From an optimization exercise on the open Yosys and OpenROAD flow, aimed at small area and a short achievable clock period; shortcuts taken in it are not production practice.
No driver is modelled on the clock port, so clocking that relies on it looks cheaper here than on a real chip.
No activity file was given, so power comes from the tool's default toggle rates.

==> flow/design.v (excerpt) <==
module fifo
#
(
	parameter		depth = 60,
	parameter		width = 8
)
(
	input				clk,
	input				rst_n,
	input				wr_en,
	input	[width-1:0]	data_in,
	input				rd_en,
	output	[width-1:0]	data_out,
	output				full,
	output				empty
);
For scale: about 1,000 cells after synthesis, ~500 flip-flops, ~22 I/O pins, roughly 0.020 mm2 of cells after synthesis.
make LEC_CHECK=0 CAP_MARGIN=20 CORE_MARGIN=2 CORE_UTILIZATION=40 SLEW_MARGIN=20 finish   # period 3.2 ns
run.sh (not shown) runs the stock make flow with config.mk's settings and CLKGATE_MAP_FILE= SYNTH_SCRIPT=/design/flow/synth_recipe.tcl, a recipe that flattens the netlist after the stock synthesis.
Edit:
--- a/flow/config.mk
+++ b/flow/config.mk
@@ -10,0 +11 @@
+export SETUP_SLACK_MARGIN = 1.4
Result: Cell area climbs by about 6%; via count climbs by about 4.7%; clock power drops by 6.5%; count of clock-buffer cells in the layout climbs by 4; sequential power drops by 3.0%; wire length climbs by about 7%; area after synthesis does not change.
No functional check of the RTL was part of any run of this note.

---

fifo, a different RTL version from the one above (not shown whole).
Size: roughly 1200 cells after synthesis, ~590 flip-flops, about 22 I/O pins, roughly 22000 sq um of cells after synthesis.
==> flow/config.mk <==
export PLATFORM = sky130hd
export DESIGN_NAME = fifo
export DESIGN_NICKNAME = fifo
export VERILOG_FILES = /design/flow/design.v
export SDC_FILE = /design/flow/constraint.sdc
export NUM_CORES = 4
export LEC_CHECK = 0
export CAP_MARGIN = 20
export CORE_MARGIN = 2
export CORE_UTILIZATION = 65
export CTS_CLUSTER_DIAMETER = 60
export CTS_CLUSTER_SIZE = 30
export SETUP_SLACK_MARGIN = 1.5
export SLEW_MARGIN = 20
==> flow/constraint.sdc <==
create_clock -name core_clock -period 3.2 [get_ports {clk}]
set_input_delay 0.6400 -clock core_clock [delete_from_list [all_inputs] [get_ports {clk}]]
set_output_delay 0.6400 -clock core_clock [all_outputs]
set_load 0.01 [all_outputs]
standard.sh (not shown) runs the stock make flow with config.mk's settings and CLKGATE_MAP_FILE= SYNTH_SCRIPT=/design/flow/synth_recipe.tcl, a recipe that flattens the netlist after the stock synthesis.
==> flow/flow/run.sh <==
#!/bin/bash
set -euo pipefail
export POST_CTS_TCL="$PWD/flow/post_cts.tcl"
bash standard.sh > standard.log 2>&1
==> flow/flow/post_cts.tcl <==
set block [ord::get_db_block]
set removed 0
foreach inst [$block getInsts] {
  if {![string match "clkbuf_0_*" [$inst getName]]} { continue }
  set in_net ""
  set out_net ""
  foreach it [$inst getITerms] {
    if {[$it isInputSignal]} { set in_net [$it getNet] }
    if {[$it isOutputSignal]} { set out_net [$it getNet] }
  }
  if {$in_net eq "" || $out_net eq "" || [$in_net getName] ne "clk"} { continue }
  set loads {}
  foreach it [$out_net getITerms] {
    if {[$it getInst] ne $inst} { lappend loads $it }
  }
  set port_loads 0
  foreach it [$in_net getITerms] { incr port_loads }
  set after [expr {$port_loads - 1 + [llength $loads]}]
  if {$after > 4} {
    puts "post_cts: keeping [$inst getName]: the clock port would drive $after pins"
    continue
  }
  puts "post_cts: removing [$inst getName] ([[$inst getMaster] getName]); the clock port now drives $after pins"
  foreach it $loads {
    $it disconnect
    $it connect $in_net
  }
  foreach it [$inst getITerms] { $it disconnect }
  odb::dbInst_destroy $inst
  odb::dbNet_destroy $out_net
  incr removed
}
if {$removed} {
  estimate_parasitics -placement
  repair_timing_helper
  detailed_placement
  check_placement -verbose
  report_clock_latency
}
Edit:
==> flow/run.sh (new file) <==
#!/bin/bash
# synth_recipe.tcl (not shown) runs the flow's synth.tcl, then flattens the netlist and writes it again
# the make line also repeats each setting of config.mk as NAME=value (left out here)
make -C /OpenROAD-flow-scripts/flow DESIGN_CONFIG=/design/flow/config.mk WORK_HOME=/design/flow/orfs CLKGATE_MAP_FILE= SYNTH_SCRIPT=/design/flow/synth_recipe.tcl finish
Settings changed: SETUP_SLACK_MARGIN 1.5 to 1.47.
removed: flow/flow/run.sh
removed: flow/flow/post_cts.tcl
removed: flow/standard.sh
Effect:
- clock power rises by a few percent
- setup slack loses 40 ps
- global-route usage falls by 0.18 points
- total power rises slightly
Edit:
Settings changed: SETUP_SLACK_MARGIN 1.47 to 1.52.
What happened: Sequential share of layout area drops by 0.58 points; final area grows by 0.91%; first-iteration DRC count shrinks by 1.9%.
Edit:
Settings changed: SETUP_SLACK_MARGIN 1.52 to 1.45.
Power falls by about 2.1%.
Die area stays the same.
Core utilization falls by 1.0 points.
Area after synthesis is unchanged.
Setup slack gets worse by 9.6 ps.
No functional check of the RTL was part of any run of this note.

-- what the ideal ports hide --
The results above use ideal ports. As a check the final layouts listed here were re-extracted and re-timed, cells and wires unchanged.
Step 1 (the two cells are an assumption about what drives the block):
set clk [get_ports {clk}]
set_driving_cell -lib_cell sky130_fd_sc_hd__clkbuf_16 $clk
set_driving_cell -lib_cell sky130_fd_sc_hd__buf_2 [delete_from_list [all_inputs] $clk]
Step 2 also shifts input and output timing later by t, the mid clock arrival at the registers, as if the neighbouring blocks saw the same clock.
Slacks: ideal ports / drivers / drivers and shift; pairs: ideal ports / drivers.
| run | t (ns) | setup slack, ns | worst slew at a driven data input, ns | pins driven straight from the clock port |
|---|---|---|---|---|
| the first run of note 1 | 0.633 | 0.439 / 0.439 / 0.439 | 0.04 | 1 |
| the second run of note 1 | 0.639 | 1.045 / 1.045 / 1.045 | 0.04 | 1 |
| the first run of note 2 | 0.471 | 1.460 / 1.460 / 1.075 | 0.07 | 4 |
| the second run of note 2 | 0.589 | 1.420 / 1.365 / 0.953 | 0.07 | 1 |
| the third run of note 2 | 0.589 | 1.415 / 1.360 / 1.074 | 0.07 | 1 |
| the fourth run of note 2 | 0.591 | 1.405 / 1.374 / 1.049 | 0.07 | 1 |
After both steps every run listed still meets setup and hold. The setup slack of the second run of note 2, which loses most, moves by -0.055 ns with the drivers and by -0.467 ns with both steps.
